Source: an optimization exercise on an open RTL-to-GDS flow (aim: small area). Production flows keep margins and buffers that such runs may drop.
In this exercise RTL edits were held to simulation tests only and were not proved equivalent to the original.
The clock port is modelled as an ideal driver, which makes a skipped or thinned clock tree look cheaper than it is; a real chip needs a root buffer or a tree.

==> flow/design.v (excerpt) <==
module stopwatch(
    input            CLOCK_50,
    input      [3:0] KEY,
    input      [9:0] SW,
    output     [6:0] HEX0, HEX1, HEX2, HEX3
);
For scale: roughly 190 cells after synthesis, about 35 flip-flops, roughly 1500 um2 of cells after synthesis.
clock: 5.0 ns
lec_check: 0
abc_area: 1
cap_margin: 20
core_margin: 2
core_utilization: 40
gpl_timing_driven: 0
slew_margin: 20
standard.sh (not shown) runs the stock make flow with config.mk's settings and CLKGATE_MAP_FILE= SYNTH_SCRIPT=/design/flow/synth_recipe.tcl, a recipe that flattens the netlist after the stock synthesis.
==> flow/flow/run.sh <==
#!/bin/bash
# Own layout flow: the standard ORFS flow with these changes.
#  2. Port buffers are sky130_fd_sc_hd__buf_1 (every port still gets a buffer).
#  3. Clock tree: flow/cts_pre.tcl replaces TritonCTS with two clkbuf_8
#     buffers, each driving the clock pins of one half of the flip-flops.
set -euo pipefail
W=$(pwd)
export BUFFER_PORTS_ARGS="-buffer_cell sky130_fd_sc_hd__buf_1"
export PRE_CTS_TCL="$W/flow/cts_pre.tcl"
export OWN_CLKBUF=sky130_fd_sc_hd__clkbuf_8
export OWN_CLKBUF_LEVELS=1
make -C "$FLOW_HOME" DESIGN_CONFIG="$W/config.mk" WORK_HOME="$W/orfs" CLKGATE_MAP_FILE= \
  SYNTH_SCRIPT="$W/flow/synth.tcl" ADDER_MAP_FILE= finish > "$W/orfs_make.log" 2>&1
R="$W/orfs/results/$FLOW_PLATFORM/stopwatch/base"
: # left out here: write the final layout as DEF
==> flow/flow/cts_pre.tcl <==
set ::own_clkbuf_cell sky130_fd_sc_hd__clkbuf_4
set ::own_clkbuf_levels 2
if {[info exists ::env(OWN_CLKBUF)]} { set ::own_clkbuf_cell $::env(OWN_CLKBUF) }
if {[info exists ::env(OWN_CLKBUF_LEVELS)]} { set ::own_clkbuf_levels $::env(OWN_CLKBUF_LEVELS) }

proc own_bisect {items level} {
  if {$level == 0 || [llength $items] < 2} { return [list $items] }
  set axis [expr {$level % 2}]
  set s [lsort -integer -index $axis $items]
  set h [expr {[llength $s] / 2}]
  return [concat [own_bisect [lrange $s 0 [expr {$h - 1}]] [expr {$level - 1}]] \
                 [own_bisect [lrange $s $h end] [expr {$level - 1}]]]
}

proc clock_tree_synthesis {args} {
  set db [ord::get_db]
  set block [ord::get_db_block]
  set master [$db findMaster $::own_clkbuf_cell]
  set clk_net [[[$block findBTerm CLOCK_50] getNet] getName]
  set clk_net [$block findNet $clk_net]
  set keyed {}
  foreach it [$clk_net getITerms] {
    if {[$it isInputSignal]} {
      set box [[$it getInst] getBBox]
      lappend keyed [list [expr {([$box xMin] + [$box xMax]) / 2}] \
                          [expr {([$box yMin] + [$box yMax]) / 2}] $it]
    }
  }
  set g 0
  foreach grp [own_bisect $keyed $::own_clkbuf_levels] {
    set sx 0; set sy 0
    foreach k $grp { incr sx [lindex $k 0]; incr sy [lindex $k 1] }
    set cx [expr {$sx / [llength $grp]}]
    set cy [expr {$sy / [llength $grp]}]
    set net [odb::dbNet_create $block "clknet_own_$g"]
    $net setSigType CLOCK
    set inst [odb::dbInst_create $block $master "clkbuf_own_$g"]
    $inst setLocation $cx $cy
    $inst setPlacementStatus PLACED
    [$inst findITerm A] connect $clk_net
    [$inst findITerm X] connect $net
    foreach k $grp {
      set it [lindex $k 2]
      $it disconnect
      $it connect $net
    }
    incr g
  }
  puts "own clock tree: $g x $::own_clkbuf_cell for [llength $keyed] flip-flops"
  set_propagated_clock [all_clocks]
}
Other scripts of this flow, unchanged in this note and not shown: flow/flow/abc.script, flow/flow/synth.tcl
Then changed:
--- a/flow/flow/cts_pre.tcl
+++ b/flow/flow/cts_pre.tcl
@@ -1,6 +1,6 @@
-set ::own_clkbuf_cell sky130_fd_sc_hd__clkbuf_4
-set ::own_clkbuf_levels 2
-if {[info exists ::env(OWN_CLKBUF)]} { set ::own_clkbuf_cell $::env(OWN_CLKBUF) }
-if {[info exists ::env(OWN_CLKBUF_LEVELS)]} { set ::own_clkbuf_levels $::env(OWN_CLKBUF_LEVELS) }
+set own_clkbuf_cell sky130_fd_sc_hd__clkbuf_4
+set own_clkbuf_levels 2
+if {[info exists ::env(OWN_CLKBUF)]} { set own_clkbuf_cell $::env(OWN_CLKBUF) }
+if {[info exists ::env(OWN_CLKBUF_LEVELS)]} { set own_clkbuf_levels $::env(OWN_CLKBUF_LEVELS) }
 
 proc own_bisect {items level} {
The new run died in clock tree synthesis (4_1_cts).
Area after synthesis does not change.
Synthesized cell count stays the same.
In the first run of this note the design's own scripts or RTL, not TritonCTS, make the clock network.

-- afterwards: timing with drivers on the ports --
How much do the figures lean on ideal ports? The routed layout below was timed once more, with nothing changed but the port constraints.
Step 1: set_driving_cell puts a clkbuf_16 on CLOCK_50 and a buf_2 on each other input, an assumption about the parent block.
Step 2 adds t to the input delays and takes it off the output delays; t is the mean of the earliest and latest rising clock arrival at the registers after step 1. Input paths then give back, and output paths get back, about the clock's delay inside the block.
Slacks: ideal ports / drivers / drivers and shift; pairs: ideal ports / drivers.
run: the first run
t (ns): 0.194
setup WS [ns]: 0.735 / 0.719 / 0.719
worst setup path after step 2: input to output
worst register clock-pin slew, ns: 0.10 / 0.10
After both steps setup and hold are still met in the first run. For the first run, drivers alone change the setup slack by -0.016 ns; drivers and shift together by -0.016 ns.
